Background: an optimization exercise with open tools, aiming at small area and a short achievable clock period. Do not read the settings as production practice.
Only simulation tests tie the RTL to the original design; equivalence was not proved.
Power is estimated from default activity; no workload was simulated.

File: flow/design.v
module c_dff
  (clk, reset, active, d, q);
   parameter width = 32;
   parameter offset = 0;
   parameter reset_type = 0;
   parameter [offset:(offset+width)-1] reset_value = {width{1'b0}};
   input clk;
   wire  clk;
   input reset;
   wire  reset;
   input active;
   wire  active;   
   input [offset:(offset+width)-1] d;
   output [offset:(offset+width)-1] q;
   reg [offset:(offset+width)-1] q;
  generate
      case(reset_type)
	0:
	  always @(posedge clk, posedge reset)
	    if(reset)
	      q <= reset_value;
	    else if(active)
	      q <= d;
	1:
	  always @(posedge clk)
	    if(reset)
	      q <= reset_value;
	    else if(active)
	      q <= d;
      endcase 
  endgenerate
endmodule
module STDPmodel_4PWL
(reset, clk, A_pre, A_post, start_replay_phase, W_previous, W_new);
	input reset;
	input clk;
	input A_pre;
	input A_post;
	input start_replay_phase;
	input  [31:0] W_previous;
	output [31:0] W_new;
	reg    [31:0] W_new;
	localparam [31:0] W_MAX = 32'h0020_0000;
	reg [2:0] Count_pre, Count_post;
	always @(posedge clk)
	  if (reset)              Count_pre <= 3'd0;
	  else if (A_pre)         Count_pre <= 3'd6;
	  else if (Count_pre!=0)  Count_pre <= Count_pre - 3'd1;
	always @(posedge clk)
	  if (reset)              Count_post <= 3'd0;
	  else if (A_post)        Count_post <= 3'd6;
	  else if (Count_post!=0) Count_post <= Count_post - 3'd1;
	wire nz_next = !reset && (A_pre || Count_pre > 3'd1) && (A_post || Count_post > 3'd1);
	reg nz;
	always @(posedge clk) nz <= nz_next;
	wire AdaptW = nz && !reset;
	wire [2:0] Delta_Count = Count_post - Count_pre;
	wire d2 = Delta_Count[2];
	wire [2:0] abs_dc = d2 ? (3'd0 - Delta_Count) : Delta_Count;
	reg AdaptW_2, AdaptW_3, AdaptW_4;
	reg sign_dt_hold, sign_dt_q2, sign_dt_q3, sign_dt_q4;
	wire sign_dt_s1 = AdaptW ? d2 : (AdaptW_4 ? sign_dt_hold : 1'b0);
	always @(posedge clk)
	  if (reset) begin
	    AdaptW_2 <= 1'b0; AdaptW_3 <= 1'b0; AdaptW_4 <= 1'b0;
	    sign_dt_hold <= 1'b0;
	    sign_dt_q2 <= 1'b0; sign_dt_q3 <= 1'b0; sign_dt_q4 <= 1'b0;
	  end else begin
	    AdaptW_2 <= AdaptW; AdaptW_3 <= AdaptW_2; AdaptW_4 <= AdaptW_3;
	    sign_dt_hold <= sign_dt_s1;
	    sign_dt_q2 <= sign_dt_s1; sign_dt_q3 <= sign_dt_q2; sign_dt_q4 <= sign_dt_q3;
	  end
	reg sgn2, sgn3;    
	wire [31:0] ws_in = d2 ? W_previous : (W_MAX - W_previous);
	reg  [31:0] Ws_q1, W_previous_q2;
	reg  g1, v1, v2;
	wire [31:0] w_q1 = g1 ? Ws_q1 : (W_MAX - Ws_q1);
	always @(posedge clk)
	  if (nz) begin
	    Ws_q1 <= ws_in;  g1 <= d2;
	    W_previous_q2 <= w_q1;
	  end
	always @(posedge clk)
	  if (reset) begin
	    v1 <= 1'b0; v2 <= 1'b0;
	  end else if (nz) begin
	    v1 <= 1'b1; v2 <= v1;
	  end
	wire [31:0] q2_next = nz ? w_q1 : W_previous_q2;
	wire        v2_next = nz ? v1 : v2;
	reg  [31:0] base_x;
	wire [31:0] base_d = reset   ? 32'd0 :
	                     nz_next ? (v2_next ? q2_next : 32'd0) :
	                               (base_x ^ {32{sgn3}});
	always @(posedge clk)
	  base_x <= base_d ^ {32{sgn2}};
	wire [3:0]  codeT = {d2, abs_dc};
	always @(posedge clk) sgn2 <= d2;
	wire [31:0] ws = Ws_q1;
	reg [42:0] kc;
	always @(posedge clk)
	  case (codeT)
	    4'b1001: kc <= 43'b1100110010111011101001010011010110111000110;
	    4'b1010: kc <= 43'b1001100101010101111011100010001111011000110;
	    4'b1011: kc <= 43'b0110100011100001111011000000111100011000110;
	    4'b1100: kc <= 43'b1111011110001101110000111011100101110011000;
	    4'b0001: kc <= 43'b1110100101011011000001111000111100010101011;
	    4'b0010: kc <= 43'b1101011110000001010010011101001111001110011;
	    4'b0011: kc <= 43'b1111001011011000111101010011010110101000011;
	    default: kc <= 43'b0;
	  endcase
	wire z5_6_1 = (ws[5] & ~ws[6]);
	wire z5_6_2 = (~ws[5] & ws[6]);
	wire z5_6_3 = (ws[5] & ws[6]);
	wire z7_8_1 = (ws[7] & ~ws[8]);
	wire z7_8_2 = (~ws[7] & ws[8]);
	wire z7_8_3 = (ws[7] & ws[8]);
	wire z9_10_11_1 = (ws[9] & ~ws[10] & ~ws[11]);
	wire z9_10_11_2 = (~ws[9] & ws[10] & ~ws[11]);
	wire z9_10_11_3 = (ws[9] & ws[10] & ~ws[11]);
	wire z9_10_11_4 = (~ws[9] & ~ws[10] & ws[11]);
	wire z9_10_11_5 = (ws[9] & ~ws[10] & ws[11]);
	wire z9_10_11_6 = (~ws[9] & ws[10] & ws[11]);
	wire z9_10_11_7 = (ws[9] & ws[10] & ws[11]);
	wire z12_13_1 = (ws[12] & ~ws[13]);
	wire z12_13_2 = (~ws[12] & ws[13]);
	wire z12_13_3 = (ws[12] & ws[13]);
	wire z14_15_1 = (ws[14] & ~ws[15]);
	wire z14_15_2 = (~ws[14] & ws[15]);
	wire z14_15_3 = (ws[14] & ws[15]);
	wire z16_17_1 = (ws[16] & ~ws[17]);
	wire z16_17_2 = (~ws[16] & ws[17]);
	wire z16_17_3 = (ws[16] & ws[17]);
	wire z18_19_1 = (ws[18] & ~ws[19]);
	wire z18_19_2 = (~ws[18] & ws[19]);
	wire z18_19_3 = (ws[18] & ws[19]);
	wire z20_21_22_1 = (ws[20] & ~ws[21] & ~ws[22]);
	wire z20_21_22_2 = (~ws[20] & ws[21] & ~ws[22]);
	wire z20_21_22_3 = (ws[20] & ws[21] & ~ws[22]);
	wire z20_21_22_4 = (~ws[20] & ~ws[21] & ws[22]);
	wire z20_21_22_5 = (ws[20] & ~ws[21] & ws[22]);
	wire z20_21_22_6 = (~ws[20] & ws[21] & ws[22]);
	wire z20_21_22_7 = (ws[20] & ws[21] & ws[22]);
	wire z23_24_1 = (ws[23] & ~ws[24]);
	wire z23_24_2 = (~ws[23] & ws[24]);
	wire z23_24_3 = (ws[23] & ws[24]);
	wire z25_26_1 = (ws[25] & ~ws[26]);
	wire z25_26_2 = (~ws[25] & ws[26]);
	wire z25_26_3 = (ws[25] & ws[26]);
	wire z27_28_1 = (ws[27] & ~ws[28]);
	wire z27_28_2 = (~ws[27] & ws[28]);
	wire z27_28_3 = (ws[27] & ws[28]);
	wire z29_30_1 = (ws[29] & ~ws[30]);
	wire z29_30_2 = (~ws[29] & ws[30]);
	wire z29_30_3 = (ws[29] & ws[30]);
	wire z31_1 = ws[31];
	wire k0 = kc[0];
	wire k1 = kc[1];
	wire k2 = kc[2];
	wire k3 = kc[3];
	wire k4 = kc[4];
	wire k5 = kc[5];
	wire k6 = kc[6];
	wire k7 = kc[7];
	wire k8 = kc[8];
	wire k9 = kc[9];
	wire k10 = kc[10];
	wire k11 = kc[11];
	wire k12 = kc[12];
	wire k13 = kc[13];
	wire k14 = kc[14];
	wire k15 = kc[15];
	wire k16 = kc[16];
	wire k17 = kc[17];
	wire k18 = kc[18];
	wire k19 = kc[19];
	wire k20 = kc[20];
	wire k21 = kc[21];
	wire k22 = kc[22];
	wire k23 = kc[23];
	wire k24 = kc[24];
	wire k25 = kc[25];
	wire k26 = kc[26];
	wire k27 = kc[27];
	wire k28 = kc[28];
	wire k29 = kc[29];
	wire k30 = kc[30];
	wire k31 = kc[31];
	wire k32 = kc[32];
	wire k33 = kc[33];
	wire k34 = kc[34];
	wire k35 = kc[35];
	wire k36 = kc[36];
	wire k37 = kc[37];
	wire k38 = kc[38];
	wire k39 = kc[39];
	wire k40 = kc[40];
	wire k41 = kc[41];
	wire k42 = kc[42];
	wire pp5_6_0 = (z5_6_1 & k0) | (z5_6_2 & k1) | (z5_6_3 & k2);
	wire pp5_6_1 = (z5_6_2 & k0);
	wire pp5_6_2 = (z5_6_3 & k0);
	wire pp7_8_0 = (z7_8_1 & k3) | (z7_8_2 & k4) | (z7_8_3 & k5);
	wire pp7_8_1 = (z7_8_1 & k1) | (z7_8_2 & k3) | (z7_8_3 & k6);
	wire pp7_8_2 = (z7_8_1 & k0) | (z7_8_2 & k1) | (z7_8_3 & k7);
	wire pp7_8_3 = (z7_8_2 & k0);
	wire pp7_8_4 = (z7_8_3 & k0);
	wire pp9_10_11_0 = (z9_10_11_1 & k8) | (z9_10_11_2 & k9) | (z9_10_11_3 & k10) | (z9_10_11_4 & k11) | (z9_10_11_5 & k12) | (z9_10_11_6 & k13) | (z9_10_11_7 & k14);
	wire pp9_10_11_1 = (z9_10_11_1 & k4) | (z9_10_11_2 & k8) | (z9_10_11_3 & k15) | (z9_10_11_4 & k9) | (z9_10_11_5 & k16) | (z9_10_11_6 & k8) | (z9_10_11_7 & k17);
	wire pp9_10_11_2 = (z9_10_11_1 & k3) | (z9_10_11_2 & k4) | (z9_10_11_3 & k18) | (z9_10_11_4 & k8) | (z9_10_11_5 & k19) | (z9_10_11_6 & k16) | (z9_10_11_7 & k20);
	wire pp9_10_11_3 = (z9_10_11_1 & k1) | (z9_10_11_2 & k3) | (z9_10_11_3 & k6) | (z9_10_11_4 & k4) | (z9_10_11_5 & k21) | (z9_10_11_6 & k3) | (z9_10_11_7 & k22);
	wire pp9_10_11_4 = (z9_10_11_1 & k0) | (z9_10_11_2 & k1) | (z9_10_11_3 & k7) | (z9_10_11_4 & k3) | (z9_10_11_5 & k23) | (z9_10_11_6 & k24) | (z9_10_11_7 & k25);
	wire pp9_10_11_5 = (z9_10_11_2 & k0) | (z9_10_11_4 & k1) | (z9_10_11_5 & k26) | (z9_10_11_6 & k27) | (z9_10_11_7 & k25);
	wire pp9_10_11_6 = (z9_10_11_3 & k0) | (z9_10_11_4 & k0) | (z9_10_11_5 & k23) | (z9_10_11_7 & k28);
	wire pp9_10_11_7 = (z9_10_11_5 & k5) | (z9_10_11_6 & k0) | (z9_10_11_7 & k0);
	wire pp12_13_0 = (z12_13_1 & k11) | (z12_13_2 & k27) | (z12_13_3 & k23);
	wire pp12_13_1 = (z12_13_1 & k11) | (z12_13_2 & k11) | (z12_13_3 & k27);
	wire pp12_13_2 = (z12_13_1 & k9) | (z12_13_2 & k11) | (z12_13_3 & k9);
	wire pp12_13_3 = (z12_13_1 & k8) | (z12_13_2 & k9) | (z12_13_3 & k14);
	wire pp12_13_4 = (z12_13_1 & k4) | (z12_13_2 & k8) | (z12_13_3 & k29);
	wire pp12_13_5 = (z12_13_1 & k3) | (z12_13_2 & k4) | (z12_13_3 & k30);
	wire pp12_13_6 = (z12_13_1 & k1) | (z12_13_2 & k3) | (z12_13_3 & k24);
	wire pp12_13_7 = (z12_13_1 & k0) | (z12_13_2 & k1) | (z12_13_3 & k27);
	wire pp12_13_8 = (z12_13_2 & k0);
	wire pp12_13_9 = (z12_13_3 & k0);
	wire pp14_15_0 = (z14_15_1 & k31) | (z14_15_2 & k32) | (z14_15_3 & k33);
	wire pp14_15_1 = (z14_15_1 & k27) | (z14_15_2 & k31) | (z14_15_3 & k34);
	wire pp14_15_2 = (z14_15_1 & k11) | (z14_15_2 & k27) | (z14_15_3 & k31);
	wire pp14_15_3 = (z14_15_1 & k11) | (z14_15_2 & k11) | (z14_15_3 & k27);
	wire pp14_15_4 = (z14_15_1 & k9) | (z14_15_2 & k11) | (z14_15_3 & k9);
	wire pp14_15_5 = (z14_15_1 & k8) | (z14_15_2 & k9) | (z14_15_3 & k14);
	wire pp14_15_6 = (z14_15_1 & k4) | (z14_15_2 & k8) | (z14_15_3 & k29);
	wire pp14_15_7 = (z14_15_1 & k3) | (z14_15_2 & k4) | (z14_15_3 & k30);
	wire pp14_15_8 = (z14_15_1 & k1) | (z14_15_2 & k3) | (z14_15_3 & k24);
	wire pp14_15_9 = (z14_15_1 & k0) | (z14_15_2 & k1) | (z14_15_3 & k27);
	wire pp14_15_10 = (z14_15_2 & k0);
	wire pp14_15_11 = (z14_15_3 & k0);
	wire pp16_17_1 = (z16_17_1 & k32) | (z16_17_3 & k32);
	wire pp16_17_2 = (z16_17_1 & k31) | (z16_17_2 & k32) | (z16_17_3 & k33);
	wire pp16_17_3 = (z16_17_1 & k27) | (z16_17_2 & k31) | (z16_17_3 & k34);
	wire pp16_17_4 = (z16_17_1 & k11) | (z16_17_2 & k27) | (z16_17_3 & k31);
	wire pp16_17_5 = (z16_17_1 & k11) | (z16_17_2 & k11) | (z16_17_3 & k27);
	wire pp16_17_6 = (z16_17_1 & k9) | (z16_17_2 & k11) | (z16_17_3 & k9);
	wire pp16_17_7 = (z16_17_1 & k8) | (z16_17_2 & k9) | (z16_17_3 & k14);
	wire pp16_17_8 = (z16_17_1 & k4) | (z16_17_2 & k8) | (z16_17_3 & k29);
	wire pp16_17_9 = (z16_17_1 & k3) | (z16_17_2 & k4) | (z16_17_3 & k30);
	wire pp16_17_10 = (z16_17_1 & k1) | (z16_17_2 & k3) | (z16_17_3 & k24);
	wire pp16_17_11 = (z16_17_1 & k0) | (z16_17_2 & k1) | (z16_17_3 & k27);
	wire pp16_17_12 = (z16_17_2 & k0);
	wire pp16_17_13 = (z16_17_3 & k0);
	wire pp18_19_3 = (z18_19_1 & k32) | (z18_19_3 & k32);
	wire pp18_19_4 = (z18_19_1 & k31) | (z18_19_2 & k32) | (z18_19_3 & k33);
	wire pp18_19_5 = (z18_19_1 & k27) | (z18_19_2 & k31) | (z18_19_3 & k34);
	wire pp18_19_6 = (z18_19_1 & k11) | (z18_19_2 & k27) | (z18_19_3 & k31);
	wire pp18_19_7 = (z18_19_1 & k11) | (z18_19_2 & k11) | (z18_19_3 & k27);
	wire pp18_19_8 = (z18_19_1 & k9) | (z18_19_2 & k11) | (z18_19_3 & k9);
	wire pp18_19_9 = (z18_19_1 & k8) | (z18_19_2 & k9) | (z18_19_3 & k14);
	wire pp18_19_10 = (z18_19_1 & k4) | (z18_19_2 & k8) | (z18_19_3 & k29);
	wire pp18_19_11 = (z18_19_1 & k3) | (z18_19_2 & k4) | (z18_19_3 & k30);
	wire pp18_19_12 = (z18_19_1 & k1) | (z18_19_2 & k3) | (z18_19_3 & k24);
	wire pp18_19_13 = (z18_19_1 & k0) | (z18_19_2 & k1) | (z18_19_3 & k27);
	wire pp18_19_14 = (z18_19_2 & k0);
	wire pp18_19_15 = (z18_19_3 & k0);
	wire pp20_21_22_5 = (z20_21_22_1 & k32) | (z20_21_22_3 & k32) | (z20_21_22_5 & k32) | (z20_21_22_7 & k32);
	wire pp20_21_22_6 = (z20_21_22_1 & k31) | (z20_21_22_2 & k32) | (z20_21_22_3 & k33) | (z20_21_22_5 & k31) | (z20_21_22_6 & k32) | (z20_21_22_7 & k33);
	wire pp20_21_22_7 = (z20_21_22_1 & k27) | (z20_21_22_2 & k31) | (z20_21_22_3 & k34) | (z20_21_22_4 & k32) | (z20_21_22_5 & k35) | (z20_21_22_6 & k33) | (z20_21_22_7 & k36);
	wire pp20_21_22_8 = (z20_21_22_1 & k11) | (z20_21_22_2 & k27) | (z20_21_22_3 & k31) | (z20_21_22_4 & k31) | (z20_21_22_5 & k37) | (z20_21_22_6 & k34) | (z20_21_22_7 & k32);
	wire pp20_21_22_9 = (z20_21_22_1 & k11) | (z20_21_22_2 & k11) | (z20_21_22_3 & k27) | (z20_21_22_4 & k27) | (z20_21_22_5 & k38) | (z20_21_22_6 & k31) | (z20_21_22_7 & k31);
	wire pp20_21_22_10 = (z20_21_22_1 & k9) | (z20_21_22_2 & k11) | (z20_21_22_3 & k9) | (z20_21_22_4 & k11) | (z20_21_22_5 & k9) | (z20_21_22_6 & k27) | (z20_21_22_7 & k39);
	wire pp20_21_22_11 = (z20_21_22_1 & k8) | (z20_21_22_2 & k9) | (z20_21_22_3 & k14) | (z20_21_22_4 & k11) | (z20_21_22_5 & k8) | (z20_21_22_6 & k9) | (z20_21_22_7 & k40);
	wire pp20_21_22_12 = (z20_21_22_1 & k4) | (z20_21_22_2 & k8) | (z20_21_22_3 & k29) | (z20_21_22_4 & k9) | (z20_21_22_5 & k41) | (z20_21_22_6 & k14) | (z20_21_22_7 & k7);
	wire pp20_21_22_13 = (z20_21_22_1 & k3) | (z20_21_22_2 & k4) | (z20_21_22_3 & k30) | (z20_21_22_4 & k8) | (z20_21_22_5 & k42) | (z20_21_22_6 & k29) | (z20_21_22_7 & k35);
	wire pp20_21_22_14 = (z20_21_22_1 & k1) | (z20_21_22_2 & k3) | (z20_21_22_3 & k24) | (z20_21_22_4 & k4) | (z20_21_22_5 & k21) | (z20_21_22_6 & k30) | (z20_21_22_7 & k22);
	wire pp20_21_22_15 = (z20_21_22_1 & k0) | (z20_21_22_2 & k1) | (z20_21_22_3 & k27) | (z20_21_22_4 & k3) | (z20_21_22_5 & k23) | (z20_21_22_6 & k24) | (z20_21_22_7 & k25);
	wire pp20_21_22_16 = (z20_21_22_2 & k0) | (z20_21_22_4 & k1) | (z20_21_22_5 & k26) | (z20_21_22_6 & k27) | (z20_21_22_7 & k25);
	wire pp20_21_22_17 = (z20_21_22_3 & k0) | (z20_21_22_4 & k0) | (z20_21_22_5 & k23) | (z20_21_22_7 & k28);
	wire pp20_21_22_18 = (z20_21_22_5 & k5) | (z20_21_22_6 & k0) | (z20_21_22_7 & k0);
	wire pp23_24_8 = (z23_24_1 & k32) | (z23_24_3 & k32);
	wire pp23_24_9 = (z23_24_1 & k31) | (z23_24_2 & k32) | (z23_24_3 & k33);
	wire pp23_24_10 = (z23_24_1 & k27) | (z23_24_2 & k31) | (z23_24_3 & k34);
	wire pp23_24_11 = (z23_24_1 & k11) | (z23_24_2 & k27) | (z23_24_3 & k31);
	wire pp23_24_12 = (z23_24_1 & k11) | (z23_24_2 & k11) | (z23_24_3 & k27);
	wire pp23_24_13 = (z23_24_1 & k9) | (z23_24_2 & k11) | (z23_24_3 & k9);
	wire pp23_24_14 = (z23_24_1 & k8) | (z23_24_2 & k9) | (z23_24_3 & k14);
	wire pp23_24_15 = (z23_24_1 & k4) | (z23_24_2 & k8) | (z23_24_3 & k29);
	wire pp23_24_16 = (z23_24_1 & k3) | (z23_24_2 & k4) | (z23_24_3 & k30);
	wire pp23_24_17 = (z23_24_1 & k1) | (z23_24_2 & k3) | (z23_24_3 & k24);
	wire pp23_24_18 = (z23_24_1 & k0) | (z23_24_2 & k1) | (z23_24_3 & k27);
	wire pp23_24_19 = (z23_24_2 & k0);
	wire pp23_24_20 = (z23_24_3 & k0);
	wire pp25_26_10 = (z25_26_1 & k32) | (z25_26_3 & k32);
	wire pp25_26_11 = (z25_26_1 & k31) | (z25_26_2 & k32) | (z25_26_3 & k33);
	wire pp25_26_12 = (z25_26_1 & k27) | (z25_26_2 & k31) | (z25_26_3 & k34);
	wire pp25_26_13 = (z25_26_1 & k11) | (z25_26_2 & k27) | (z25_26_3 & k31);
	wire pp25_26_14 = (z25_26_1 & k11) | (z25_26_2 & k11) | (z25_26_3 & k27);
	wire pp25_26_15 = (z25_26_1 & k9) | (z25_26_2 & k11) | (z25_26_3 & k9);
	wire pp25_26_16 = (z25_26_1 & k8) | (z25_26_2 & k9) | (z25_26_3 & k14);
	wire pp25_26_17 = (z25_26_1 & k4) | (z25_26_2 & k8) | (z25_26_3 & k29);
	wire pp25_26_18 = (z25_26_1 & k3) | (z25_26_2 & k4) | (z25_26_3 & k30);
	wire pp25_26_19 = (z25_26_1 & k1) | (z25_26_2 & k3) | (z25_26_3 & k24);
	wire pp25_26_20 = (z25_26_1 & k0) | (z25_26_2 & k1) | (z25_26_3 & k27);
	wire pp25_26_21 = (z25_26_2 & k0);
	wire pp25_26_22 = (z25_26_3 & k0);
	wire pp27_28_12 = (z27_28_1 & k32) | (z27_28_3 & k32);
	wire pp27_28_13 = (z27_28_1 & k31) | (z27_28_2 & k32) | (z27_28_3 & k33);
	wire pp27_28_14 = (z27_28_1 & k27) | (z27_28_2 & k31) | (z27_28_3 & k34);
	wire pp27_28_15 = (z27_28_1 & k11) | (z27_28_2 & k27) | (z27_28_3 & k31);
	wire pp27_28_16 = (z27_28_1 & k11) | (z27_28_2 & k11) | (z27_28_3 & k27);
	wire pp27_28_17 = (z27_28_1 & k9) | (z27_28_2 & k11) | (z27_28_3 & k9);
	wire pp27_28_18 = (z27_28_1 & k8) | (z27_28_2 & k9) | (z27_28_3 & k14);
	wire pp27_28_19 = (z27_28_1 & k4) | (z27_28_2 & k8) | (z27_28_3 & k29);
	wire pp27_28_20 = (z27_28_1 & k3) | (z27_28_2 & k4) | (z27_28_3 & k30);
	wire pp27_28_21 = (z27_28_1 & k1) | (z27_28_2 & k3) | (z27_28_3 & k24);
	wire pp27_28_22 = (z27_28_1 & k0) | (z27_28_2 & k1) | (z27_28_3 & k27);
	wire pp27_28_23 = (z27_28_2 & k0);
	wire pp27_28_24 = (z27_28_3 & k0);
	wire pp29_30_14 = (z29_30_1 & k32) | (z29_30_3 & k32);
	wire pp29_30_15 = (z29_30_1 & k31) | (z29_30_2 & k32) | (z29_30_3 & k33);
	wire pp29_30_16 = (z29_30_1 & k27) | (z29_30_2 & k31) | (z29_30_3 & k34);
	wire pp29_30_17 = (z29_30_1 & k11) | (z29_30_2 & k27) | (z29_30_3 & k31);
	wire pp29_30_18 = (z29_30_1 & k11) | (z29_30_2 & k11) | (z29_30_3 & k27);
	wire pp29_30_19 = (z29_30_1 & k9) | (z29_30_2 & k11) | (z29_30_3 & k9);
	wire pp29_30_20 = (z29_30_1 & k8) | (z29_30_2 & k9) | (z29_30_3 & k14);
	wire pp29_30_21 = (z29_30_1 & k4) | (z29_30_2 & k8) | (z29_30_3 & k29);
	wire pp29_30_22 = (z29_30_1 & k3) | (z29_30_2 & k4) | (z29_30_3 & k30);
	wire pp29_30_23 = (z29_30_1 & k1) | (z29_30_2 & k3) | (z29_30_3 & k24);
	wire pp29_30_24 = (z29_30_1 & k0) | (z29_30_2 & k1) | (z29_30_3 & k27);
	wire pp29_30_25 = (z29_30_2 & k0);
	wire pp29_30_26 = (z29_30_3 & k0);
	wire pp31_16 = (z31_1 & k32);
	wire pp31_17 = (z31_1 & k31);
	wire pp31_18 = (z31_1 & k27);
	wire pp31_19 = (z31_1 & k11);
	wire pp31_20 = (z31_1 & k11);
	wire pp31_21 = (z31_1 & k9);
	wire pp31_22 = (z31_1 & k8);
	wire pp31_23 = (z31_1 & k4);
	wire pp31_24 = (z31_1 & k3);
	wire pp31_25 = (z31_1 & k1);
	wire pp31_26 = (z31_1 & k0);
	wire m_s0 = pp5_6_0 ^ pp7_8_0;
	wire m_c0 = pp5_6_0 & pp7_8_0;
	wire m_s1 = pp5_6_1 ^ pp7_8_1 ^ pp9_10_11_1;
	wire m_c1 = (pp5_6_1 & pp7_8_1) | (pp5_6_1 & pp9_10_11_1) | (pp7_8_1 & pp9_10_11_1);
	wire m_s2 = pp12_13_1 ^ pp14_15_1;
	wire m_c2 = pp12_13_1 & pp14_15_1;
	wire m_s3 = pp5_6_2 ^ pp7_8_2 ^ pp9_10_11_2;
	wire m_c3 = (pp5_6_2 & pp7_8_2) | (pp5_6_2 & pp9_10_11_2) | (pp7_8_2 & pp9_10_11_2);
	wire m_s4 = pp12_13_2 ^ pp14_15_2 ^ pp16_17_2;
	wire m_c4 = (pp12_13_2 & pp14_15_2) | (pp12_13_2 & pp16_17_2) | (pp14_15_2 & pp16_17_2);
	wire m_s5 = pp7_8_3 ^ pp9_10_11_3 ^ pp12_13_3;
	wire m_c5 = (pp7_8_3 & pp9_10_11_3) | (pp7_8_3 & pp12_13_3) | (pp9_10_11_3 & pp12_13_3);
	wire m_s6 = pp14_15_3 ^ pp16_17_3 ^ pp18_19_3;
	wire m_c6 = (pp14_15_3 & pp16_17_3) | (pp14_15_3 & pp18_19_3) | (pp16_17_3 & pp18_19_3);
	wire m_s7 = pp7_8_4 ^ pp9_10_11_4 ^ pp12_13_4;
	wire m_c7 = (pp7_8_4 & pp9_10_11_4) | (pp7_8_4 & pp12_13_4) | (pp9_10_11_4 & pp12_13_4);
	wire m_s8 = pp14_15_4 ^ pp16_17_4 ^ pp18_19_4;
	wire m_c8 = (pp14_15_4 & pp16_17_4) | (pp14_15_4 & pp18_19_4) | (pp16_17_4 & pp18_19_4);
	wire m_s9 = pp9_10_11_5 ^ pp12_13_5 ^ pp14_15_5;
	wire m_c9 = (pp9_10_11_5 & pp12_13_5) | (pp9_10_11_5 & pp14_15_5) | (pp12_13_5 & pp14_15_5);
	wire m_s10 = pp16_17_5 ^ pp18_19_5 ^ pp20_21_22_5;
	wire m_c10 = (pp16_17_5 & pp18_19_5) | (pp16_17_5 & pp20_21_22_5) | (pp18_19_5 & pp20_21_22_5);
	wire m_s11 = pp9_10_11_6 ^ pp12_13_6 ^ pp14_15_6;
	wire m_c11 = (pp9_10_11_6 & pp12_13_6) | (pp9_10_11_6 & pp14_15_6) | (pp12_13_6 & pp14_15_6);
	wire m_s12 = pp16_17_6 ^ pp18_19_6 ^ pp20_21_22_6;
	wire m_c12 = (pp16_17_6 & pp18_19_6) | (pp16_17_6 & pp20_21_22_6) | (pp18_19_6 & pp20_21_22_6);
	wire m_s13 = pp9_10_11_7 ^ pp12_13_7 ^ pp14_15_7;
	wire m_c13 = (pp9_10_11_7 & pp12_13_7) | (pp9_10_11_7 & pp14_15_7) | (pp12_13_7 & pp14_15_7);
	wire m_s14 = pp16_17_7 ^ pp18_19_7 ^ pp20_21_22_7;
	wire m_c14 = (pp16_17_7 & pp18_19_7) | (pp16_17_7 & pp20_21_22_7) | (pp18_19_7 & pp20_21_22_7);
	wire m_s15 = pp12_13_8 ^ pp14_15_8 ^ pp16_17_8;
	wire m_c15 = (pp12_13_8 & pp14_15_8) | (pp12_13_8 & pp16_17_8) | (pp14_15_8 & pp16_17_8);
	wire m_s16 = pp18_19_8 ^ pp20_21_22_8 ^ pp23_24_8;
	wire m_c16 = (pp18_19_8 & pp20_21_22_8) | (pp18_19_8 & pp23_24_8) | (pp20_21_22_8 & pp23_24_8);
	wire m_s17 = pp12_13_9 ^ pp14_15_9 ^ pp16_17_9;
	wire m_c17 = (pp12_13_9 & pp14_15_9) | (pp12_13_9 & pp16_17_9) | (pp14_15_9 & pp16_17_9);
	wire m_s18 = pp18_19_9 ^ pp20_21_22_9 ^ pp23_24_9;
	wire m_c18 = (pp18_19_9 & pp20_21_22_9) | (pp18_19_9 & pp23_24_9) | (pp20_21_22_9 & pp23_24_9);
	wire m_s19 = pp14_15_10 ^ pp16_17_10 ^ pp18_19_10;
	wire m_c19 = (pp14_15_10 & pp16_17_10) | (pp14_15_10 & pp18_19_10) | (pp16_17_10 & pp18_19_10);
	wire m_s20 = pp20_21_22_10 ^ pp23_24_10 ^ pp25_26_10;
	wire m_c20 = (pp20_21_22_10 & pp23_24_10) | (pp20_21_22_10 & pp25_26_10) | (pp23_24_10 & pp25_26_10);
	wire m_s21 = pp14_15_11 ^ pp16_17_11 ^ pp18_19_11;
	wire m_c21 = (pp14_15_11 & pp16_17_11) | (pp14_15_11 & pp18_19_11) | (pp16_17_11 & pp18_19_11);
	wire m_s22 = pp20_21_22_11 ^ pp23_24_11 ^ pp25_26_11;
	wire m_c22 = (pp20_21_22_11 & pp23_24_11) | (pp20_21_22_11 & pp25_26_11) | (pp23_24_11 & pp25_26_11);
	wire m_s23 = pp16_17_12 ^ pp18_19_12 ^ pp20_21_22_12;
	wire m_c23 = (pp16_17_12 & pp18_19_12) | (pp16_17_12 & pp20_21_22_12) | (pp18_19_12 & pp20_21_22_12);
	wire m_s24 = pp23_24_12 ^ pp25_26_12 ^ pp27_28_12;
	wire m_c24 = (pp23_24_12 & pp25_26_12) | (pp23_24_12 & pp27_28_12) | (pp25_26_12 & pp27_28_12);
	wire m_s25 = pp16_17_13 ^ pp18_19_13 ^ pp20_21_22_13;
	wire m_c25 = (pp16_17_13 & pp18_19_13) | (pp16_17_13 & pp20_21_22_13) | (pp18_19_13 & pp20_21_22_13);
	wire m_s26 = pp23_24_13 ^ pp25_26_13 ^ pp27_28_13;
	wire m_c26 = (pp23_24_13 & pp25_26_13) | (pp23_24_13 & pp27_28_13) | (pp25_26_13 & pp27_28_13);
	wire m_s27 = pp18_19_14 ^ pp20_21_22_14 ^ pp23_24_14;
	wire m_c27 = (pp18_19_14 & pp20_21_22_14) | (pp18_19_14 & pp23_24_14) | (pp20_21_22_14 & pp23_24_14);
	wire m_s28 = pp25_26_14 ^ pp27_28_14 ^ pp29_30_14;
	wire m_c28 = (pp25_26_14 & pp27_28_14) | (pp25_26_14 & pp29_30_14) | (pp27_28_14 & pp29_30_14);
	wire m_s29 = pp18_19_15 ^ pp20_21_22_15 ^ pp23_24_15;
	wire m_c29 = (pp18_19_15 & pp20_21_22_15) | (pp18_19_15 & pp23_24_15) | (pp20_21_22_15 & pp23_24_15);
	wire m_s30 = pp25_26_15 ^ pp27_28_15 ^ pp29_30_15;
	wire m_c30 = (pp25_26_15 & pp27_28_15) | (pp25_26_15 & pp29_30_15) | (pp27_28_15 & pp29_30_15);
	wire m_s31 = pp20_21_22_16 ^ pp23_24_16 ^ pp25_26_16;
	wire m_c31 = (pp20_21_22_16 & pp23_24_16) | (pp20_21_22_16 & pp25_26_16) | (pp23_24_16 & pp25_26_16);
	wire m_s32 = pp27_28_16 ^ pp29_30_16 ^ pp31_16;
	wire m_c32 = (pp27_28_16 & pp29_30_16) | (pp27_28_16 & pp31_16) | (pp29_30_16 & pp31_16);
	wire m_s33 = pp20_21_22_17 ^ pp23_24_17 ^ pp25_26_17;
	wire m_c33 = (pp20_21_22_17 & pp23_24_17) | (pp20_21_22_17 & pp25_26_17) | (pp23_24_17 & pp25_26_17);
	wire m_s34 = pp27_28_17 ^ pp29_30_17 ^ pp31_17;
	wire m_c34 = (pp27_28_17 & pp29_30_17) | (pp27_28_17 & pp31_17) | (pp29_30_17 & pp31_17);
	wire m_s35 = pp20_21_22_18 ^ pp23_24_18 ^ pp25_26_18;
	wire m_c35 = (pp20_21_22_18 & pp23_24_18) | (pp20_21_22_18 & pp25_26_18) | (pp23_24_18 & pp25_26_18);
	wire m_s36 = pp27_28_18 ^ pp29_30_18 ^ pp31_18;
	wire m_c36 = (pp27_28_18 & pp29_30_18) | (pp27_28_18 & pp31_18) | (pp29_30_18 & pp31_18);
	wire m_s37 = pp23_24_19 ^ pp25_26_19 ^ pp27_28_19;
	wire m_c37 = (pp23_24_19 & pp25_26_19) | (pp23_24_19 & pp27_28_19) | (pp25_26_19 & pp27_28_19);
	wire m_s38 = pp29_30_19 ^ pp31_19;
	wire m_c38 = pp29_30_19 & pp31_19;
	wire m_s39 = pp23_24_20 ^ pp25_26_20 ^ pp27_28_20;
	wire m_c39 = (pp23_24_20 & pp25_26_20) | (pp23_24_20 & pp27_28_20) | (pp25_26_20 & pp27_28_20);
	wire m_s40 = pp29_30_20 ^ pp31_20;
	wire m_c40 = pp29_30_20 & pp31_20;
	wire m_s41 = pp25_26_21 ^ pp27_28_21 ^ pp29_30_21;
	wire m_c41 = (pp25_26_21 & pp27_28_21) | (pp25_26_21 & pp29_30_21) | (pp27_28_21 & pp29_30_21);
	wire m_s42 = pp25_26_22 ^ pp27_28_22;
	wire m_c42 = pp25_26_22 & pp27_28_22;
	wire m_s43 = m_s0 ^ pp9_10_11_0;
	wire m_c43 = m_s0 & pp9_10_11_0;
	wire m_s44 = m_s1 ^ m_s2 ^ pp16_17_1;
	wire m_c44 = (m_s1 & m_s2) | (m_s1 & pp16_17_1) | (m_s2 & pp16_17_1);
	wire m_s45 = m_s3 ^ m_s4 ^ m_c1;
	wire m_c45 = (m_s3 & m_s4) | (m_s3 & m_c1) | (m_s4 & m_c1);
	wire m_s46 = m_s5 ^ m_s6 ^ m_c3;
	wire m_c46 = (m_s5 & m_s6) | (m_s5 & m_c3) | (m_s6 & m_c3);
	wire m_s47 = m_s7 ^ m_s8 ^ m_c5;
	wire m_c47 = (m_s7 & m_s8) | (m_s7 & m_c5) | (m_s8 & m_c5);
	wire m_s48 = m_s9 ^ m_s10 ^ m_c7;
	wire m_c48 = (m_s9 & m_s10) | (m_s9 & m_c7) | (m_s10 & m_c7);
	wire m_s49 = m_s11 ^ m_s12 ^ m_c9;
	wire m_c49 = (m_s11 & m_s12) | (m_s11 & m_c9) | (m_s12 & m_c9);
	wire m_s50 = m_s13 ^ m_s14 ^ m_c11;
	wire m_c50 = (m_s13 & m_s14) | (m_s13 & m_c11) | (m_s14 & m_c11);
	wire m_s51 = m_s15 ^ m_s16 ^ m_c13;
	wire m_c51 = (m_s15 & m_s16) | (m_s15 & m_c13) | (m_s16 & m_c13);
	wire m_s52 = m_s17 ^ m_s18 ^ m_c15;
	wire m_c52 = (m_s17 & m_s18) | (m_s17 & m_c15) | (m_s18 & m_c15);
	wire m_s53 = m_s19 ^ m_s20 ^ m_c17;
	wire m_c53 = (m_s19 & m_s20) | (m_s19 & m_c17) | (m_s20 & m_c17);
	wire m_s54 = m_s21 ^ m_s22 ^ m_c19;
	wire m_c54 = (m_s21 & m_s22) | (m_s21 & m_c19) | (m_s22 & m_c19);
	wire m_s55 = m_s23 ^ m_s24 ^ m_c21;
	wire m_c55 = (m_s23 & m_s24) | (m_s23 & m_c21) | (m_s24 & m_c21);
	wire m_s56 = m_s25 ^ m_s26 ^ m_c23;
	wire m_c56 = (m_s25 & m_s26) | (m_s25 & m_c23) | (m_s26 & m_c23);
	wire m_s57 = m_s27 ^ m_s28 ^ m_c25;
	wire m_c57 = (m_s27 & m_s28) | (m_s27 & m_c25) | (m_s28 & m_c25);
	wire m_s58 = m_s29 ^ m_s30 ^ m_c27;
	wire m_c58 = (m_s29 & m_s30) | (m_s29 & m_c27) | (m_s30 & m_c27);
	wire m_s59 = m_s31 ^ m_s32 ^ m_c29;
	wire m_c59 = (m_s31 & m_s32) | (m_s31 & m_c29) | (m_s32 & m_c29);
	wire m_s60 = m_s33 ^ m_s34 ^ m_c31;
	wire m_c60 = (m_s33 & m_s34) | (m_s33 & m_c31) | (m_s34 & m_c31);
	wire m_s61 = m_s35 ^ m_s36 ^ m_c33;
	wire m_c61 = (m_s35 & m_s36) | (m_s35 & m_c33) | (m_s36 & m_c33);
	wire m_s62 = m_s37 ^ m_s38 ^ m_c35;
	wire m_c62 = (m_s37 & m_s38) | (m_s37 & m_c35) | (m_s38 & m_c35);
	wire m_s63 = m_s39 ^ m_s40 ^ m_c37;
	wire m_c63 = (m_s39 & m_s40) | (m_s39 & m_c37) | (m_s40 & m_c37);
	wire m_s64 = m_s41 ^ pp31_21 ^ m_c39;
	wire m_c64 = (m_s41 & pp31_21) | (m_s41 & m_c39) | (pp31_21 & m_c39);
	wire m_s65 = m_s42 ^ pp29_30_22 ^ pp31_22;
	wire m_c65 = (m_s42 & pp29_30_22) | (m_s42 & pp31_22) | (pp29_30_22 & pp31_22);
	wire m_s66 = pp27_28_23 ^ pp29_30_23 ^ pp31_23;
	wire m_c66 = (pp27_28_23 & pp29_30_23) | (pp27_28_23 & pp31_23) | (pp29_30_23 & pp31_23);
	wire m_s67 = pp27_28_24 ^ pp29_30_24;
	wire m_c67 = pp27_28_24 & pp29_30_24;
	wire m_s68 = m_s43 ^ pp12_13_0;
	wire m_c68 = m_s43 & pp12_13_0;
	wire m_s69 = m_s44 ^ m_c0 ^ m_c43;
	wire m_c69 = (m_s44 & m_c0) | (m_s44 & m_c43) | (m_c0 & m_c43);
	wire m_s70 = m_s45 ^ m_c2 ^ m_c44;
	wire m_c70 = (m_s45 & m_c2) | (m_s45 & m_c44) | (m_c2 & m_c44);
	wire m_s71 = m_s46 ^ m_c4 ^ m_c45;
	wire m_c71 = (m_s46 & m_c4) | (m_s46 & m_c45) | (m_c4 & m_c45);
	wire m_s72 = m_s47 ^ m_c6 ^ m_c46;
	wire m_c72 = (m_s47 & m_c6) | (m_s47 & m_c46) | (m_c6 & m_c46);
	wire m_s73 = m_s48 ^ m_c8 ^ m_c47;
	wire m_c73 = (m_s48 & m_c8) | (m_s48 & m_c47) | (m_c8 & m_c47);
	wire m_s74 = m_s49 ^ m_c10 ^ m_c48;
	wire m_c74 = (m_s49 & m_c10) | (m_s49 & m_c48) | (m_c10 & m_c48);
	wire m_s75 = m_s50 ^ m_c12 ^ m_c49;
	wire m_c75 = (m_s50 & m_c12) | (m_s50 & m_c49) | (m_c12 & m_c49);
	wire m_s76 = m_s51 ^ m_c14 ^ m_c50;
	wire m_c76 = (m_s51 & m_c14) | (m_s51 & m_c50) | (m_c14 & m_c50);
	wire m_s77 = m_s52 ^ m_c16 ^ m_c51;
	wire m_c77 = (m_s52 & m_c16) | (m_s52 & m_c51) | (m_c16 & m_c51);
	wire m_s78 = m_s53 ^ m_c18 ^ m_c52;
	wire m_c78 = (m_s53 & m_c18) | (m_s53 & m_c52) | (m_c18 & m_c52);
	wire m_s79 = m_s54 ^ m_c20 ^ m_c53;
	wire m_c79 = (m_s54 & m_c20) | (m_s54 & m_c53) | (m_c20 & m_c53);
	wire m_s80 = m_s55 ^ m_c22 ^ m_c54;
	wire m_c80 = (m_s55 & m_c22) | (m_s55 & m_c54) | (m_c22 & m_c54);
	wire m_s81 = m_s56 ^ m_c24 ^ m_c55;
	wire m_c81 = (m_s56 & m_c24) | (m_s56 & m_c55) | (m_c24 & m_c55);
	wire m_s82 = m_s57 ^ m_c26 ^ m_c56;
	wire m_c82 = (m_s57 & m_c26) | (m_s57 & m_c56) | (m_c26 & m_c56);
	wire m_s83 = m_s58 ^ m_c28 ^ m_c57;
	wire m_c83 = (m_s58 & m_c28) | (m_s58 & m_c57) | (m_c28 & m_c57);
	wire m_s84 = m_s59 ^ m_c30 ^ m_c58;
	wire m_c84 = (m_s59 & m_c30) | (m_s59 & m_c58) | (m_c30 & m_c58);
	wire m_s85 = m_s60 ^ m_c32 ^ m_c59;
	wire m_c85 = (m_s60 & m_c32) | (m_s60 & m_c59) | (m_c32 & m_c59);
	wire m_s86 = m_s61 ^ m_c34 ^ m_c60;
	wire m_c86 = (m_s61 & m_c34) | (m_s61 & m_c60) | (m_c34 & m_c60);
	wire m_s87 = m_s62 ^ m_c36 ^ m_c61;
	wire m_c87 = (m_s62 & m_c36) | (m_s62 & m_c61) | (m_c36 & m_c61);
	wire m_s88 = m_s63 ^ m_c38 ^ m_c62;
	wire m_c88 = (m_s63 & m_c38) | (m_s63 & m_c62) | (m_c38 & m_c62);
	wire m_s89 = m_s64 ^ m_c40 ^ m_c63;
	wire m_c89 = (m_s64 & m_c40) | (m_s64 & m_c63) | (m_c40 & m_c63);
	wire m_s90 = m_s65 ^ m_c41 ^ m_c64;
	wire m_c90 = (m_s65 & m_c41) | (m_s65 & m_c64) | (m_c41 & m_c64);
	wire m_s91 = m_s66 ^ m_c42 ^ m_c65;
	wire m_c91 = (m_s66 & m_c42) | (m_s66 & m_c65) | (m_c42 & m_c65);
	wire m_s92 = m_s67 ^ pp31_24 ^ m_c66;
	wire m_c92 = (m_s67 & pp31_24) | (m_s67 & m_c66) | (pp31_24 & m_c66);
	wire m_s93 = pp29_30_25 ^ pp31_25 ^ m_c67;
	wire m_c93 = (pp29_30_25 & pp31_25) | (pp29_30_25 & m_c67) | (pp31_25 & m_c67);
	wire m_s94 = pp29_30_26 ^ pp31_26;
	wire m_c94 = pp29_30_26 & pp31_26;
	wire [27:0] prod_a = {m_c94, m_s94, m_s93, m_s92, m_s91, m_s90, m_s89, m_s88, m_s87, m_s86, m_s85, m_s84, m_s83, m_s82, m_s81, m_s80, m_s79, m_s78, m_s77, m_s76, m_s75, m_s74, m_s73, m_s72, m_s71, m_s70, m_s69, m_s68};
	wire [27:0] prod_b = {1'b0, m_c93, m_c92, m_c91, m_c90, m_c89, m_c88, m_c87, m_c86, m_c85, m_c84, m_c83, m_c82, m_c81, m_c80, m_c79, m_c78, m_c77, m_c76, m_c75, m_c74, m_c73, m_c72, m_c71, m_c70, m_c69, m_c68, pp14_15_0};
	reg [27:0] P3a, P3b;
	always @(posedge clk) begin
	  P3a  <= prod_a;
	  P3b  <= prod_b;
	  sgn3 <= sgn2;
	end
	wire [27:0] cs_s = base_x[27:0] ^ P3a ^ P3b;
	wire [27:0] cs_c = (base_x[27:0] & P3a) | (base_x[27:0] & P3b) | (P3a & P3b);
	reg  [31:0] WB4;
	always @(posedge clk)
	  WB4 <= {base_x[31:28], cs_s} + {3'd0, cs_c, 1'b0};
	wire [31:0] w_clip = sign_dt_q4 ? 32'd0 : W_MAX;
	wire [31:0] W_B    = WB4 ^ {32{sign_dt_q4}};
	wire [31:0] w_sel  = AdaptW_4 ? (W_B[31] ? w_clip : W_B) : w_clip;
	wire        take   = start_replay_phase &&
	                     (AdaptW_4 || (nz && !reset && W_previous[31]));
	always @(posedge clk)
	  W_new <= take ? w_sel : W_previous;
endmodule
File: flow/flow/run.sh
#!/bin/bash
# The standard layout (the standard.sh, standard synthesis included),
# with two changes that only save cells: the port buffers are buf_2 cells
# rather than the resizer's default pick (every port still gets its
# buffer), and clock tree synthesis adds no dummy load cells.
set -euo pipefail
export BUFFER_PORTS_ARGS="-buffer_cell sky130_fd_sc_hd__buf_2"
export CTS_ARGS="-sink_clustering_enable -repair_clock_nets -sink_clustering_size 30 -buf_list sky130_fd_sc_hd__clkbuf_8 -dont_use_dummy_load"
bash standard.sh > standard.log 2>&1
File: flow/standard.sh
#!/bin/bash
# synth_recipe.tcl (not shown) runs the flow's synth.tcl, then flattens the netlist and writes it again
# the make line also repeats each setting of config.mk as NAME=value (left out here)
make -C /OpenROAD-flow-scripts/flow DESIGN_CONFIG=/design/flow/config.mk WORK_HOME=/design/flow/orfs CLKGATE_MAP_FILE= SYNTH_SCRIPT=/design/flow/synth_recipe.tcl "${@:-finish}"
File: flow/config.mk
export PLATFORM = sky130hd
export DESIGN_NAME = STDPmodel_4PWL
export DESIGN_NICKNAME = STDPmodel_4PWL
export VERILOG_FILES = /design/flow/design.v
export SDC_FILE = /design/flow/constraint.sdc
export NUM_CORES = 4
export LEC_CHECK = 0
export CAP_MARGIN = 20
export CORE_MARGIN = 2
export CORE_UTILIZATION = 40
export CTS_BUF_LIST = sky130_fd_sc_hd__clkbuf_8
export CTS_CLUSTER_SIZE = 30
export SETUP_SLACK_MARGIN = 4.2
export SLEW_MARGIN = 20
File: flow/constraint.sdc
create_clock -name core_clock -period 7.5 [get_ports {clk}]
set_input_delay 1.5000 -clock core_clock [delete_from_list [all_inputs] [get_ports {clk}]]
set_output_delay 1.5000 -clock core_clock [all_outputs]
set_load 0.01 [all_outputs]
==> impl_metrics.ini, run 1 <==
[outcome]
status = timing/DRC/antenna clean

[clock_tree]
clkTransAtPathRegs_ps = 60
cts_buffers = 45
cts_sinks = 276
hold_buffers = 0
cts_buffer_depth = 3
clock_latency_ps = 560
root_buffer = clkbuf_8
htreeDepth = 2
cts_tree = built

[worst_setup_path]
cp-end-kind = register
cpMostUsedCell = fa_1
critPathLaunchType = register
path_buf_inv = 3
required_ps = 7920
worstPathMaxFanout = 5
slowest_stage = fa_1
worstPathCellList = buf_12, clkinvlp_4, nor2_2, a221oi_1, a21oi_1, a21oi_1, fa_1, fa_1, inv_1, fa_1
crit_family = adder cells
criticalPathCategory = register to register
critPathArrivalTime_ps = 3720
cp_slowest_stage_delay_ps = 540

[yosys]
synth_compound_area_share_pct = 16.5
avgSynthCellArea_um2 = 9.52
synth-seq-area-share_pct = 34.6
yosys_warnings = 1
synthesis.area_mm2 = 0.0169
syn-num-nets = 1975
ys_ff_latch = 276
syn_inst = 1777
ys_types = 67
synth_top_family_by_area = adder cells
synth_fa_ha_area_share_pct = 17.0
synth-edff-count = 33
synth_xor_area_share_pct = 8.54
synthMuxAreaShare_pct = 5.46
ys_async_sr_fraction_pct = 0
synthFlopType = dfxtp_1
yosys.area_share.simple_pct = 11.8

[sta]
fin_setup_tns_ps = 0
hold_viol = 0
rsz0062_at_grt = true
tightestPinTransition_ps = 1100
relSlewSlack_pct = 26.4
max_freq_mhz = 303
period_share_pct = 44.0
finalSetupViolCount = 0
slew_violations = 0
skew_ps = 27.3
post-route-min-period_ps = 3300
hold-worst-slack_ps = 425

[floorplan]
start_util_pct = 40.4
top_level_ports = 69
die_w_um = 210
dieArea_mm2 = 0.0440
die_y_um = 210
coreArea_mm2 = 0.0419
rows = 75

[power]
pwr_density_cell_mw_per_mm2 = 497
leakagePower_uw = 0.00799
max-vdd-ir-drop_v = 0.000196

[global_routing]
grt_pass1_wl_um = 71000
grt_max_degree = 80
overflow = 0
track_usage_pct = 20.4
antenna_found_initial = 1
first_global_vias = 12800

[placement]
place.detailed.hpwl_um = 31600
portBuffers = 68
place.gp.congestion = 0.860

[layout]
syn_to_final_growth_pct = 11.4
fin_nets = 2025
insertedDiodeCount = 0
layout-drive-gt1-share_pct = 16.3

[detailed_routing]
dr.pass1.iters = 7
wl_per_cell_um = 19.4
drc = 0
antenna_left = 0
wirelength_um = 45800
drt_iter0_drc = 1376
vias = 13000
routed_via_density = 5.48

[run]
cap_violations = 0

[worst_hold_path]
hold_path_class = register to register
cells by family after synthesis:
logic type                 after synthesis
adders and majority gates              161
xor gates and xnor gates               165
muxes                                   80
AOI/OAI and AO/OA                      424
DFF                                    276
and+or+nand+nor                        428
buffers and inverters                  243
cell usage after synthesis, types with 6 or more instances:
| cell | n | area [µm²] |
|---|---|---|
| ha_1 | 46 | 576 |
| nand2_1 | 111 | 417 |
| nand2b_1 | 11 | 68.8 |
| and3_1 | 9 | 56.3 |
| a31oi_1 | 9 | 56.3 |
| mux2i_1 | 29 | 290 |
| buf_4 | 6 | 45.0 |
| edfxtp_1 | 33 | 991 |
| buf_6 | 10 | 113 |
| a21o_1 | 17 | 128 |
| inv_1 | 105 | 394 |
| dfxtp_1 | 243 | 4860 |
| nand3_1 | 25 | 125 |
| or2_2 | 11 | 68.8 |
| nor2b_1 | 32 | 200 |
| a22oi_1 | 39 | 293 |
| nor2_1 | 147 | 552 |
| a22o_1 | 71 | 622 |
| o21ai_0 | 82 | 410 |
| a32oi_1 | 6 | 52.6 |
| xnor2_1 | 94 | 823 |
| a21oi_1 | 133 | 666 |
| mux2_2 | 45 | 507 |
| fa_1 | 115 | 2300 |
| or3_1 | 8 | 50.1 |
| nand3b_1 | 9 | 67.6 |
| xor2_1 | 71 | 622 |
| clkbuf_1 | 106 | 398 |
| buf_1 | 10 | 37.5 |
| nor3_1 | 22 | 110 |
| o41ai_1 | 6 | 52.6 |
| a221oi_1 | 7 | 61.3 |
| o31ai_1 | 6 | 45.0 |
| nor4_1 | 10 | 62.6 |
| and2_1 | 23 | 144 |
layer usage:
metal	global-route usage, %	share of wire, %	wire, µm
met1	28.2	45	20700
met3	3.86	7.5	3420
met4	6.55	2.5	1130
met5	0	0.028	13
met2	32.3	45	20500
power breakdown:
group / leakage (µW) / switching, µW / total (µW) / internal, µW
Clock: 0.000324 / 536 / 1060 / 528
Combinational: 0.00531 / 3180 / 5660 / 2480
Sequential: 0.00235 / 507 / 2640 / 2140
Total: 0.00799 / 4220 / 9370 / 5140
worst register-to-register path: stages, from the launching register on:
cell and delay [ps]:
edfxtp_1 510, buf_12 210, clkinvlp_4 160, nor2_2 80
a221oi_1 310, a21oi_1 90, a21oi_1 250, fa_1 490
fa_1 540, inv_1 50, fa_1 470
cell type report:
class	count	area, µm²
multi-input cells	1258	10300
well taps	539	674
repair buffers	141	995
fillers	4005	23000
inverters	105	402
flip-flops and latches	276	5870
clock buffers	45	619
through the flow:
step | total power (µW) | area [µm²] | instances | util [%] | worst slack [ps]
after global routing | 10200 | 18900 | 2364 | 45.1 | 4110
after detailed placement | 7940 | 17600 | 2272 | 41.9 | 3390
after floorplan | 6520 | 16900 | 1777 | - | 4200
final | 9370 | 18900 | 2364 | 45.1 | 4200
after global placement | 7790 | 17500 | 2272 | 41.9 | 3480
after CTS | 9200 | 18500 | 2342 | 44.1 | 4090
flip-flops by register name (all words and copies together), names as in the netlist, 3 cells and up:
name,count
kc,43
Count_post,3
W_new,32
W_previous_q2,32
P3b,27
Count_pre,3
base_x,32
Ws_q1,32
P3a,28
WB4,32
path summary, 6_finish.rpt:
kind | startpoint | end | slack (ps) | cells after the start
min | sign_dt_q3$_SDFF_PP0_ | sign_dt_q4$_SDFF_PP0_ | 430 | 1
max reg2reg | Ws_q1[22]$_DFFE_PP_ | P3a[14]$_DFF_P_ | 4200 | 10
min reg2reg | sign_dt_q3$_SDFF_PP0_ | sign_dt_q4$_SDFF_PP0_ | 430 | 1
max | Ws_q1[22]$_DFFE_PP_ | P3a[14]$_DFF_P_ | 4200 | 10
placed cells by master (no fill, tap or decap), types with 5 or more instances in the layout:
master / instances
buf_2: 68
clkbuf_8: 46
ha_1: 45
dfxtp_1: 235
a211oi_1: 5
a21oi_1: 130
nand2b_1: 10
mux2i_1: 29
nand2_1: 111
and3_1: 9
mux2_2: 45
inv_1: 102
xor2_1: 71
nand3b_1: 9
a22o_1: 71
o41ai_1: 6
fa_1: 114
nor3_1: 21
xnor2_1: 93
nor2_1: 144
mux4_2: 5
buf_4: 64
nand3_1: 24
a22oi_1: 39
edfxtp_1: 33
o21ai_0: 79
a32oi_1: 6
a31oi_1: 9
and2_1: 23
nor2b_1: 30
o21a_1: 5
or2_2: 11
or3_1: 8
dfxtp_2: 5
a221oi_1: 5
nor4_1: 6
a21o_1: 17
what timing repair did:
action / CTS / global route
cloned: 0 / 2
resized for setup: 21 / 34
setup endpoints to repair: 50 / 42
pin swaps: 6 / 9
setup buffers: 25 / 19
==> inputs of run 2 (changes only) <==
--- a/flow/flow/run.sh
+++ b/flow/flow/run.sh
@@ -5,5 +5,5 @@
 # buffer), and clock tree synthesis adds no dummy load cells.
 set -euo pipefail
 export BUFFER_PORTS_ARGS="-buffer_cell sky130_fd_sc_hd__buf_2"
-export CTS_ARGS="-sink_clustering_enable -repair_clock_nets -sink_clustering_size 30 -buf_list sky130_fd_sc_hd__clkbuf_8 -dont_use_dummy_load"
+export CTS_ARGS='-sink_clustering_enable -repair_clock_nets -sink_clustering_size 30 -buf_list {sky130_fd_sc_hd__clkbuf_4 sky130_fd_sc_hd__clkbuf_8} -dont_use_dummy_load'
 bash standard.sh > standard.log 2>&1
--- a/flow/config.mk
+++ b/flow/config.mk
@@ -10,5 +10,5 @@
 export CORE_UTILIZATION = 40
 export CTS_BUF_LIST = sky130_fd_sc_hd__clkbuf_8
 export CTS_CLUSTER_SIZE = 30
-export SETUP_SLACK_MARGIN = 4.2
+export SETUP_SLACK_MARGIN = 4.3
 export SLEW_MARGIN = 20
==> run 2 against run 1 <==
Against the previous run:
- still clean on timing, DRC and antenna
- count of clock-buffer cells in the layout rose by 3
- final area rose by 0.50%
- hold slack improved by 26 ps
- combinational power rose by 1%
- largest cell class unchanged
==> impl_metrics.ini, run 2 <==
[sta]
slew_violations = 0
post-route-min-period_ps = 3160
max_freq_mhz = 317
tightestPinTransition_ps = 1120
fin_setup_tns_ps = 0
hold_viol = 0
finalSetupViolCount = 0
rsz0062_at_grt = true
skew_ps = 44.4
relSlewSlack_pct = 25.2
period_share_pct = 42.1

[worst_setup_path]
worstPathCellList = fa_1, ha_4, a21o_1, or3_4, o21ai_4, o31ai_4, o221a_4, a21o_1, buf_4, and4_1, or3_1
criticalPathCategory = register to register
worstPathMaxFanout = 4
required_ps = 7950
critPathArrivalTime_ps = 3600
critPathLaunchType = register
cpMostUsedCell = a21o_1
cp-end-kind = register
cp_slowest_stage_delay_ps = 570
slowest_stage = fa_1

[detailed_routing]
dr.pass1.iters = 5
drt_iter0_drc = 1008
drc = 0
vias = 13000
routed_via_density = 5.49
wl_per_cell_um = 19.9
antenna_left = 0
wirelength_um = 47100

[placement]
place.gp.congestion = 0.884
place_area_mm2 = 0.0175
place.detailed.hpwl_um = 32000
dp.cells = 2265
portBuffers = 68

[yosys]
syn-num-nets = 1975
avgSynthCellArea_um2 = 9.52
synthMostInstantiatedCell = dfxtp_1
ys_ff_latch = 276
ys_types = 67
yosys_warnings = 1
synthesis.area_mm2 = 0.0169
syn_inst = 1777
synth-edff-count = 33
synth-seq-area-share_pct = 34.6
yosysTopAreaCellShare_pct = 28.7
ys_top_cells_by_area = dfxtp_1, fa_1, edfxtp_1
netlist_top_cells_count = dfxtp_1, nor2_1, a21oi_1
synth_top_area_cell = dfxtp_1
ys_async_sr_fraction_pct = 0
synthFlopType = dfxtp_1

[clock_tree]
root_buffer = clkbuf_8
cts_buffer_depth = 3
clock_latency_ps = 570
cts_buffers = 48
cts_sinks = 276
clkTransAtPathRegs_ps = 60
htreeDepth = 2
cts_tree = built

[layout]
top_register = kc
insertedDiodeCount = 0
syn_to_final_growth_pct = 12.0
layout-drive-gt1-share_pct = 17.3
stdcell_count = 2369
fin_nets = 2030
design_area_mm2 = 0.0190
largest_reg_flops = 43
final_cell_mix = dfxtp_1, nor2_1, a21oi_1, fa_1, nand2_1
fill_cells = 3973
final_common_cell = dfxtp_1

[global_routing]
track_usage_pct = 21.3
overflow = 0
antenna_found_initial = 1
first_global_vias = 13200
grt_max_degree = 66
grt_pass1_wl_um = 73500

[floorplan]
dieArea_mm2 = 0.0440
die_w_um = 210
top_level_ports = 69
start_util_pct = 40.4
die_y_um = 210
coreArea_mm2 = 0.0419
rows = 75

[power]
pwr_density_cell_mw_per_mm2 = 502
leakagePower_uw = 0.00803
p_int_uw = 5270
switching_share_pct = 44.7
power_switching_uw = 4250
clockPowerShare_pct = 11.7
max-vdd-ir-drop_v = 0.000248
combPwrFrac_pct = 60.1
seqPwrFrac_pct = 28.3

[run]
cap_violations = 0

[worst_hold_path]
hold_path_class = register to register

[outcome]
status = timing/DRC/antenna clean
## run 2: path summary, 6_finish.rpt
check                            from             endpoint  slack (ps)  cells past startpoint
setup reg to reg       P3b[6]$_DFF_P_      WB4[27]$_DFF_P_        4340                     11
setup / recovery       P3b[6]$_DFF_P_      WB4[27]$_DFF_P_        4340                     11
hold / removal    AdaptW_2$_SDFF_PP0_  AdaptW_3$_SDFF_PP0_         450                      1
hold reg to reg   AdaptW_2$_SDFF_PP0_  AdaptW_3$_SDFF_PP0_         450                      1
## run 2: layout make-up
class | instances | area (µm²) | share of cell area (%)
multi-input cells | 1258 | 10300 | 54.6
inverters | 105 | 398 | 2.10
clock buffers | 48 | 661 | 3.49
flip-flops and latches | 276 | 5880 | 31.0
well taps | 539 | 674 | 3.56
repair buffers | 143 | 993 | 5.24
## run 2: cells by family (layout without fill, tap and decap cells)
group / count (synthesis) / count (layout) / share of synthesized area (%)
multiplexers: 80 / 80 / 5.46
XOR/XNOR: 165 / 165 / 8.54
buffers and inverters: 243 / 296 / 6.03
flip-flops: 276 / 276 / 34.6
AO/OA/AOI/OAI: 424 / 424 / 16.5
adder cells (fa/ha/maj): 161 / 161 / 17.0
AND/OR/NAND/NOR: 428 / 428 / 11.8
## run 2: routing by layer
layer	GRT usage (%)	routed length [µm]	part of all wire, %	up-vias
met5	0	11	0.023	-
met4	7.19	1270	2.7	2
met3	4.17	3610	7.7	96
met2	34.3	20800	44	541
met1	28.9	21300	45	6212
li1	-	-	-	6157
## run 2: worst max-delay path, delay by kind of cell, from the launching register on
family	cells	cell delay, ps
flops	1	310
simple gates	3	840
buf+inv	1	150
compound gates	5	930
fa+ha+maj	2	790
## run 2: timing repair
| item | in CTS | in global routing |
|---|---|---|
| hold buffers | 0 | 0 |
| setup buffers | 46 | 10 |
| gates resized for setup | 34 | 24 |
| pin swaps | 14 | 9 |
| gates cloned | 0 | 0 |
| setup endpoints to repair | 54 | 39 |
## run 2: power by group through the flow
stage	clock [µW]	combinational, µW	sequential, µW
4_1_cts	1150	5580	2690
6_report	1110	5720	2690
2_1_floorplan	0	4150	2390
5_1_grt	1200	6390	2750
3_5_place_dp	0	5130	2760
3_3_place_gp	0	5000	2760
## run 2: per-stage QoR
stage | setup WS, ps | hold slack (ps) | utilization (%) | total power [µW]
CTS | 4310 | 451 | 44.8 | 9430
finish | 4340 | 451 | 45.3 | 9520
global route | 4230 | 464 | 45.3 | 10300
global placement | 3800 | 419 | 41.9 | 7760
floorplan | 4300 | 332 | - | 6540
detailed placement | 3730 | 427 | 41.9 | 7900
==> inputs of run 3 (changes only) <==
--- a/flow/flow/run.sh
+++ b/flow/flow/run.sh
@@ -4,6 +4,6 @@
 # rather than the resizer's default pick (every port still gets its
 # buffer), and clock tree synthesis adds no dummy load cells.
 set -euo pipefail
-export BUFFER_PORTS_ARGS="-buffer_cell sky130_fd_sc_hd__buf_2"
+export BUFFER_PORTS_ARGS="-buffer_cell sky130_fd_sc_hd__buf_1"
 export CTS_ARGS='-sink_clustering_enable -repair_clock_nets -sink_clustering_size 30 -buf_list {sky130_fd_sc_hd__clkbuf_4 sky130_fd_sc_hd__clkbuf_8} -dont_use_dummy_load'
 bash standard.sh > standard.log 2>&1
==> run 3 against run 2 <==
Against the previous run:
- still clean on timing, DRC and antenna
- routed wire length is 1.4% lower
- combinational power is 1% higher
- die area stayed put
- non-clock buffer count is 8 higher
- hold slack better by 8.7 ps
- core utilization is 0.17 points higher
- total power is 0.27% higher
- sequential share of layout area is 0.12 points lower
- worst setup slack worse by 20 ps
- first-iteration DRC count is 26% higher
- register-to-register slack worse by 20 ps
- synthesized area stayed put
- largest cell class unchanged
- largest power group unchanged
==> impl_metrics.ini, run 3 <==
[clock_tree]
hold_buffers = 0
clkTransAtPathRegs_ps = 60
cts_buffer_depth = 3
cts_tree = built
root_buffer = clkbuf_8
cts_sinks = 276
cts_buffers = 47
clock_latency_ps = 600
htreeDepth = 2

[worst_setup_path]
critPathLaunchType = register
rrSetupSlack_ps = 4320
worstPathMaxFanout = 17
worstPathCellList = buf_6, bufbuf_16, a22o_1, a22o_1, fa_1, inv_1, fa_1, inv_1, fa_1
required_ps = 7980
critPathArrivalTime_ps = 3650
cp-startpoint = Ws_q1[21]$_DFFE_PP_
r2r-start = Ws_q1[21]$_DFFE_PP_
cp-end-kind = register
cp_slowest_stage_delay_ps = 540
slowest_stage = fa_1
criticalPathCategory = register to register
cpMostUsedCell = fa_1

[sta]
slew_violations = 0
hold-worst-slack_ps = 460
post-route-min-period_ps = 3180
period_share_pct = 42.4
tightestPinTransition_ps = 1110
max_freq_mhz = 315
rsz0062_at_grt = true
finalSetupViolCount = 0
skew_ps = 82.3
relSlewSlack_pct = 25.9
fin_setup_tns_ps = 0
hold_viol = 0

[placement]
portBuffers = 68
place.gp.congestion = 0.858
place.detailed.hpwl_um = 31400

[yosys]
avgSynthCellArea_um2 = 9.52
ys_ff_latch = 276
yosysTopAreaCellShare_pct = 28.7
synth_top_family_by_area = adder cells
synthesis.area_mm2 = 0.0169
yosys.area_share.simple_pct = 11.8
netlist_top_cells_count = dfxtp_1, nor2_1, a21oi_1
syn-num-nets = 1975
synth_top_area_cell = dfxtp_1
synthMostInstantiatedCell = dfxtp_1
ys_top_cells_by_area = dfxtp_1, fa_1, edfxtp_1
synthMuxAreaShare_pct = 5.46
yosys_warnings = 1
ys_types = 67
ys_async_sr_fraction_pct = 0
syn_inst = 1777
synth-edff-count = 33
synth_compound_area_share_pct = 16.5
synth_xor_area_share_pct = 8.54
synth_fa_ha_area_share_pct = 17.0
synth-seq-area-share_pct = 34.6
synthFlopType = dfxtp_1

[layout]
fin_nets = 2037
top_register = kc
syn_to_final_growth_pct = 12.4
final_cell_mix = dfxtp_1, nor2_1, a21oi_1, fa_1, nand2_1
largest_reg_flops = 43
insertedDiodeCount = 0
layout-drive-gt1-share_pct = 14.8
final_common_cell = dfxtp_1

[global_routing]
grt_max_degree = 79
met3_usage_pct = 4.44
overflow = 0
antenna_found_initial = 1
grt.met1_usage_pct = 28.3
grt-busiest-layer = met2
first_global_vias = 12900
grt_util_met2_pct = 33.0
grt_pass1_wl_um = 71700
track_usage_pct = 20.8

[power]
pwr_density_cell_mw_per_mm2 = 502
leakagePower_uw = 0.00789
max-vdd-ir-drop_v = 0.000210

[floorplan]
coreArea_mm2 = 0.0419
dieArea_mm2 = 0.0440
rows = 75
die_y_um = 210
top_level_ports = 69
start_util_pct = 40.4
die_w_um = 210

[detailed_routing]
drt_iter0_drc = 1270
routed_via_density = 5.53
dr.pass1.iters = 6
wl_per_cell_um = 19.5
wirelength_um = 46400
vias = 13100
drc = 0
antenna_left = 0

[worst_hold_path]
hold_path_startpoint = AdaptW_3$_SDFF_PP0_
hold_path_class = register to register

[outcome]
status = timing/DRC/antenna clean

[run]
cap_violations = 0
## run 3: cell types whose count changed in the layout (fill, tap and decap cells not counted), moves of 3 or more
cell,before,now
a21oi_1,129,126
a21oi_2,3,6
buf_1,0,68
buf_2,68,0
buf_4,65,69
inv_1,104,101
nor2_1,146,143
o21ai_0,79,75
o21ai_1,1,5
## run 3: layout make-up
type                       instances  area (µm²)
fill                            3953       22800
multi-input combinational       1258       10400
sequential                       276        5880
timing repair buffer             151        1030
tap                              539         674
clock buffer                      47         647
inverter                         105         405
## run 3: kinds of logic (layout without fill, tap and decap cells)
logic type	count (synthesis)	in the layout
DFF	276	276
and+or+nand+nor	428	428
xor gates and xnor gates	165	165
AOI/OAI and AO/OA	424	424
muxes	80	80
adders and majority gates	161	161
buffers and inverters	243	303
## run 3: per-layer routing
layer / wire length, µm / part of all wire (%) / up-vias
met5: 0 / 0 / -
met4: 1230 / 2.6 / 0
met3: 3750 / 8.1 / 96
met2: 20800 / 45 / 511
met1: 20600 / 44 / 6368
li1: - / - / 6170
## run 3: repair_timing
| item | CTS | global route |
|---|---|---|
| gates resized for setup | 35 | 56 |
| endpoints found under the setup margin | 48 | 55 |
| cloned | 2 | 1 |
| pin swaps | 6 | 18 |
| setup buffers | 27 | 25 |
## run 3: metrics by stage
step / worst slack (ps) / util, % / cell area, µm² / total power, µW / std cells
floorplan: 4300 / - / 17000 / 6540 / 1777
global placement: 3800 / 41.8 / 17500 / 7840 / 2273
detailed placement: 3740 / 41.8 / 17500 / 7950 / 2273
CTS: 4210 / 44.4 / 18600 / 9300 / 2349
global route: 4240 / 45.4 / 19000 / 10400 / 2376
finish: 4320 / 45.4 / 19000 / 9540 / 2376
## run 3: critical path, delay by kind of cell (launching register included)
kind            cells  cell delay (ps)
flops               1              460
buf+inv             4              580
compound gates      2              420
fa+ha+maj           3             1580
## run 3: report_power, final
group          leakage [µW]  internal (µW)  switching [µW]  total (µW)
Combinational       0.00520           2580            3200        5780
Sequential          0.00235           2140             525        2660
Clock              0.000338            550             550        1100
## run 3: worst paths after layout
check                              to  cells past startpoint
hold reg to reg   AdaptW_4$_SDFF_PP0_                      1
setup / recovery      P3a[17]$_DFF_P_                      9
setup reg to reg      P3a[17]$_DFF_P_                      9
hold / removal    AdaptW_4$_SDFF_PP0_                      1

Re-timed with assumed drivers on the ports (clkbuf_16 on the clock, buf_2 on other inputs), run 3 has 4.321 ns of setup slack against 4.321 ns with ideal ports, and 3.879 ns once port delays also move by the mid clock arrival of 0.609 ns.
